Context: an optimization exercise on an open-source flow, tuned for small area. The choices shown serve that exercise and are no tape-out recipe.
In this exercise RTL edits were held to simulation tests only and were not proved equivalent to the original.
Power is estimated from default activity; no workload was simulated.

==> flow/design.v <==
module DigitalClock_12hrFormat(
    input clk,
    input rst,
    input center,
    input right,
    input left,
    input up,
    input down,
    input M_00,
    input M_01,
    input M_02,
    input M_03,
    input M_10,
    input M_11,
    input M_12,
    input H_00,
    input H_01,
    input H_02,
    input H_10,
    input H_11,
    output [6:0] seg,
    output [3:0] an,
    output AMPM_indicator_led,
    output clock_mode_indicator_led,
    output Alarm1,
    output Alarm2,
    output Alarm3,
    output Alarm4,
    output Alarm5,
    input stop
);
    wire act, tgl, s60;
    wire [2:0] dmt;
    wire [3:0] dmo, ho;
    wire ht, dpm;
    reg  x;
    ticks      TK (.clk(clk), .rst(rst), .center(center), .left(left), .right(right),
                   .cm(clock_mode_indicator_led), .act(act), .tgl(tgl), .s60(s60));
    timeofday  TD (.clk(clk), .rst(rst), .act(act), .tgl(tgl), .up(up), .down(down), .s60(s60),
                   .dmt(dmt), .dmo(dmo), .dpm(dpm), .ht(ht), .ho(ho));
    scan       SC (.clk(clk), .rst(rst), .dmo(dmo), .dmt(dmt), .ho(ho), .ht(ht), .seg(seg), .an(an));
    wire match = ~H_11 & (H_10 == ht) & ({1'b0, H_02, H_01, H_00} == ho) &
                 ({M_12, M_11, M_10} == dmt) & ({M_03, M_02, M_01, M_00} == dmo);
    always @(posedge clk)
        if (rst) x <= 1'b0;
        else x <= ~stop & (x | match);
    assign AMPM_indicator_led = dpm;
    assign Alarm1 = x;
    assign Alarm2 = x;
    assign Alarm3 = x;
    assign Alarm4 = x;
    assign Alarm5 = x;
endmodule
module ticks(input clk, input rst, input center, input left, input right,
             output reg cm, output act, output reg tgl, output s60);
    localparam [5:0] L49 = 6'b001001;    
    localparam [5:0] S60 = 6'b101000;    
    reg       hi;
    reg [5:0] lo;
    reg [5:0] sec;
    wire wrap_lo  = (lo == L49);
    assign act    = ~cm & (hi | wrap_lo);            
    wire sec_tick = cm & hi & wrap_lo;               
    assign s60    = (sec == S60);
    always @(posedge clk) begin
        if (rst) begin
            cm <= 1'b0; hi <= 1'b0; lo <= 6'd0; sec <= 6'd0; tgl <= 1'b0;
        end else begin
            cm <= cm ^ center;
            hi <= cm & (hi ^ wrap_lo);
            lo <= (wrap_lo | (~cm & hi)) ? 6'd0 : {lo[4:0], ~(lo[5] ^ lo[4])};
            if (s60 | (cm & center & ~sec_tick)) sec <= 6'd0;
            else if (sec_tick) sec <= {sec[4:0], ~(sec[5] ^ sec[4])};
            if (cm & center) tgl <= 1'b0;
            else if (act & (left | right)) tgl <= ~tgl;
        end
    end
endmodule
module timeofday(input clk, input rst, input act, input tgl, input up, input down, input s60,
                 output [2:0] dmt, output reg [3:0] dmo, output reg dpm,
                 output ht, output [3:0] ho);
    reg [2:0] rmt;
    reg [3:0] rh12;
    reg       f60;       
    reg       op_u, op_d, op_h;    
    wire d_m60  = rmt[2] & rmt[1];
    wire d_mo0  = ~(dmo[3] | dmo[2] | dmo[1] | dmo[0]);
    wire d_mt0  = ~(rmt[2] | rmt[1] | rmt[0]);
    wire d_mo9  = dmo[3] & dmo[0];
    wire d_hclr = rh12[3] & rh12[2] & rh12[0] | ~(rh12[3] | rh12[2] | rh12[1] | rh12[0]);
    wire d_h12  = rh12[3] & rh12[2];
    wire d_h11  = rh12[3] & rh12[1] & rh12[0];
    wire d_h1   = ~rh12[3] & ~rh12[2] & ~rh12[1] & rh12[0];
    wire m_up = op_u & ~op_h;
    wire m_dn = op_d & ~op_h;
    wire h_up = d_m60 | (op_u & op_h);
    wire h_dn = (op_d & op_h) | (m_dn & d_mo0 & d_mt0);
    wire [3:0] a = dmo ^ {4{m_dn}};
    wire cu = m_up & d_mo9;
    wire cd = m_dn & d_mo0;
    wire wr = cu | cd;
    wire t0 = m_up | m_dn;
    wire t1 = t0 & a[0];
    wire t2 = t1 & a[1];
    wire t3 = t2 & a[2];
    wire [3:0] mo = d_m60 ? 4'd0 : dmo ^ {t3 | wr, t2 & ~wr, t1 & ~wr, t0};
    wire [2:0] b = rmt ^ {3{m_dn}};
    wire u1 = wr & b[0];
    wire u2 = u1 & b[1];
    wire [2:0] mt = d_m60 ? 3'd0 : rmt ^ {u2, u1 & ~(cd & d_mt0), wr};
    wire [3:0] c = rh12 ^ {4{h_dn}};
    wire sp = (h_up & d_h12) | (h_dn & d_h1);
    wire v0 = h_up | h_dn;
    wire v1 = v0 & c[0];
    wire v2 = v1 & c[1];
    wire v3 = v2 & c[2];
    wire [3:0] h12 = d_hclr ? 4'd12 : rh12 ^ {v3 | sp, v2 | sp, v1, v0 & ~(h_up & d_h11 & dpm)};
    wire pm = ~d_hclr & (dpm ^ ((h_up & d_h11 & ~dpm) | (h_dn & d_h1 & ~dpm) | (h_dn & d_h12 & dpm)));
    wire m60   = mt[2] & mt[1];
    wire mo0   = ~(mo[3] | mo[2] | mo[1] | mo[0]);
    wire mt0   = ~(mt[2] | mt[1] | mt[0]);
    wire h24   = h12[3] & h12[2] & h12[0];
    wire h_nz  = pm | ~(h12[3] & h12[2]);            
    wire t_nz  = h_nz | ~mo0 | ~mt0;                  
    wire mmode = act & ~tgl;
    wire hmode = act & tgl;
    wire n_mu  = ~m60 & (s60 | (mmode & up & ~(down & t_nz)));
    wire n_md  = ~m60 & mmode & down & t_nz;
    wire n_hu  = ~m60 & ~h24 & hmode & up & ~(down & h_nz);
    wire n_hd  = ~m60 & ~h24 & hmode & down & h_nz;
    always @(posedge clk)
        if (rst) begin
            dmo <= 4'd0; rmt <= 3'd0; dpm <= 1'b0; rh12 <= 4'd0; f60 <= 1'b0;
            op_u <= 1'b0; op_d <= 1'b0; op_h <= 1'b0;
        end else begin
            dmo <= mo; rmt <= mt; dpm <= pm; rh12 <= h12;
            f60 <= h24 & d_m60;
            op_u <= n_mu | n_hu;
            op_d <= n_md | n_hd;
            op_h <= n_hu | n_hd;
        end
    assign dmt = rmt | {f60, f60, 1'b0};
    assign ht = rh12[3] & (rh12[2] | rh12[1]);
    assign ho = {~ht & rh12[3], ~ht & rh12[2], ht ? rh12[2] & ~rh12[0] : rh12[1], rh12[0]};
endmodule
module scan(input clk, input rst, input [3:0] dmo, input [2:0] dmt, input [3:0] ho, input ht,
            output [6:0] seg, output [3:0] an);
    reg [1:0] cnt, dd;
    reg       fr;              
    reg [3:0] mem0, mem2;
    reg [2:0] mem1;
    reg       mem3;
    reg [3:0] segc;            
    always @(posedge clk) begin
        case (dd)
        2'd0: mem0 <= dmo;
        2'd1: mem1 <= dmt;
        2'd2: mem2 <= ho;
        2'd3: mem3 <= ht;
        endcase
        if (rst) begin
            cnt <= 2'd0; dd <= 2'd0; fr <= 1'b1; segc <= 4'd15;
        end else begin
            cnt <= cnt + 2'd1;
            if (cnt == 2'd3) dd <= dd + 2'd1;
            if ((cnt == 2'd3) & (dd == 2'd3)) fr <= 1'b0;
            if (fr & (cnt == 2'd0)) segc <= 4'd15;
            else case (dd)
            2'd0: segc <= mem0;
            2'd1: segc <= {1'b0, mem1};
            2'd2: segc <= mem2;
            2'd3: segc <= {3'b000, mem3};
            endcase
        end
    end
    assign seg[0] = (segc[1] & segc[3]) | (~segc[0] & ~segc[1] & segc[2]) | (segc[0] & ~segc[1] & ~segc[2] & ~segc[3]);
    assign seg[1] = ~((~segc[2]) | (~segc[0] & ~segc[1]) | (segc[0] & segc[1] & ~segc[3]));
    assign seg[2] = (segc[1] & segc[3]) | (~segc[0] & segc[1] & ~segc[2]);
    assign seg[3] = ~((~segc[0] & ~segc[2]) | (segc[1] & ~segc[2]) | (~segc[0] & segc[1]) | (segc[0] & ~segc[1] & segc[2]));
    assign seg[4] = (segc[0]) | (~segc[1] & segc[2]);
    assign seg[5] = (segc[0] & segc[1]) | (segc[1] & ~segc[2]) | (segc[0] & ~segc[2] & ~segc[3]);
    assign seg[6] = (segc[0] & segc[1] & segc[2]) | (~segc[1] & ~segc[2] & ~segc[3]);
    wire       rst_state = (segc == 4'd15) & (cnt == 2'd0) & (dd == 2'd0);
    wire [1:0] dprev = (cnt == 2'd0) ? dd - 2'd1 : dd;
    assign an = rst_state ? 4'b1111 : ~(4'b0001 << dprev);
endmodule
clock: 10.0 ns
lec_check: 0
cap_margin: 20
core_margin: 2
core_utilization: 40
cts_buf_list: sky130_fd_sc_hd__clkbuf_4
place_density: 0.6
slew_margin: 20
standard.sh (not shown) runs the stock make flow with config.mk's settings and CLKGATE_MAP_FILE= SYNTH_SCRIPT=/design/flow/synth_recipe.tcl, a recipe that flattens the netlist after the stock synthesis.
==> flow/flow/run.sh <==
#!/bin/bash
set -euo pipefail
bash standard.sh "BUFFER_PORTS_ARGS=-buffer_cell sky130_fd_sc_hd__buf_1" \
  "CTS_ARGS=-sink_clustering_enable -repair_clock_nets -root_buf sky130_fd_sc_hd__clkbuf_8 -buf_list {sky130_fd_sc_hd__clkbuf_4 sky130_fd_sc_hd__clkbuf_8} -sink_clustering_size 40 -sink_clustering_max_diameter 300 -dont_use_dummy_load" \
  finish > standard.log 2>&1
==> next run, changes <==
==> flow/flow/run.sh (replaced) <==
#!/bin/bash
# The standard layout (standard.sh) with three changes:
#  - synthesis maps the logic for area (flow/synth.tcl, flow/area.abc);
#  - the ports get the smallest buffer cell;
#  - the clock tree uses clkbuf_8 buffers and no dummy loads.
# make's full output goes to standard.log; ORFS keeps each step's log in orfs/logs.
set -euo pipefail
here=$(pwd)
export FLOW_SYNTH_TCL="$here/synth_recipe.tcl"
export AREA_ABC_SCRIPT="$here/flow/area.abc"
bash standard.sh \
  "SYNTH_SCRIPT=$here/flow/synth.tcl" \
  "BUFFER_PORTS_ARGS=-buffer_cell sky130_fd_sc_hd__buf_1" \
  "CTS_ARGS=-sink_clustering_enable -repair_clock_nets -root_buf sky130_fd_sc_hd__clkbuf_8 -buf_list sky130_fd_sc_hd__clkbuf_8 -sink_clustering_size 40 -sink_clustering_max_diameter 300 -dont_use_dummy_load" \
  finish > standard.log 2>&1
==> flow/flow/area.abc (new file) <==
strash
&get -n
&deepsyn -T 20
&put
dch -f
amap
topo
==> flow/flow/synth.tcl (new file) <==
# The standard synthesis (synth_recipe.tcl), with two changes to the
# combinational mapping only: yosys does not pull half/full adders out of the
# logic before ABC, and ABC maps for area (flow/area.abc) instead of speed.
# Registers are mapped exactly as in the standard synthesis.
proc extract_fa {args} {}
proc abc {args} {
  set i [lsearch $args -script]
  if {$i >= 0} {
    lset args [expr {$i + 1}] $::env(AREA_ABC_SCRIPT)
  }
  yosys abc {*}$args
}
source $::env(FLOW_SYNTH_TCL)
Effect:
- non-clock buffer count came out lower by 2
- hold slack gets worse by 0.013 ns
- sequential power is about the same
- final cell count decreases by roughly a tenth
- sequential cell count is unchanged
- clock skew grows by 0.0055 ns
- clock power barely changes
- final area falls by about a fifth
- synthesized cell count came out lower by roughly a tenth
- setup slack is worse by 0.063 ns
- routed wire length is lower by about a fifth
==> next run, changes <==
==> flow/flow/run.sh (replaced) <==
#!/bin/bash
set -euo pipefail
bash standard.sh "BUFFER_PORTS_ARGS=-buffer_cell sky130_fd_sc_hd__buf_1" \
  "CTS_ARGS=-sink_clustering_enable -repair_clock_nets -root_buf sky130_fd_sc_hd__clkbuf_8 -buf_list sky130_fd_sc_hd__clkbuf_8 -sink_clustering_size 40 -sink_clustering_max_diameter 300 -dont_use_dummy_load" \
  finish > standard.log 2>&1
removed: flow/flow/area.abc
removed: flow/flow/synth.tcl
What happened: The changed run completed with no timing, DRC or antenna violations; sequential share of layout area shrinks by 7.0 points; count of clock-buffer cells in the layout does not change; worst setup slack improved by 0.063 ns; global-route usage shrinks by 1.1 points; sequential power barely changes; routed wire length is higher by about a fifth; clock power is about the same; power is higher slightly.

re-timing with driven ports:
No port has a modelled driver above. Below, the same layouts with a new extraction and two added sets of constraints. Step 1: set_driving_cell puts a clkbuf_16 on clk and a buf_2 on each other input, an assumption about the parent block. Step 2, shift: input delay + t, output delay - t, t = (earliest + latest rising clock arrival at the registers) / 2. This alone moves slack from input paths to output paths. a / b / c = ideal / step 1 / step 2; a / b = the first two.
run | t, ns | slack for setup (ns) | pins driven straight from the clock port
the first run | 0.326 | 6.201 / 6.172 / 6.498 | 1
the second run | 0.319 | 6.138 / 6.112 / 6.219 | 1
the third run | 0.326 | 6.201 / 6.172 / 6.498 | 1
After both steps setup and hold are still met in every run listed.
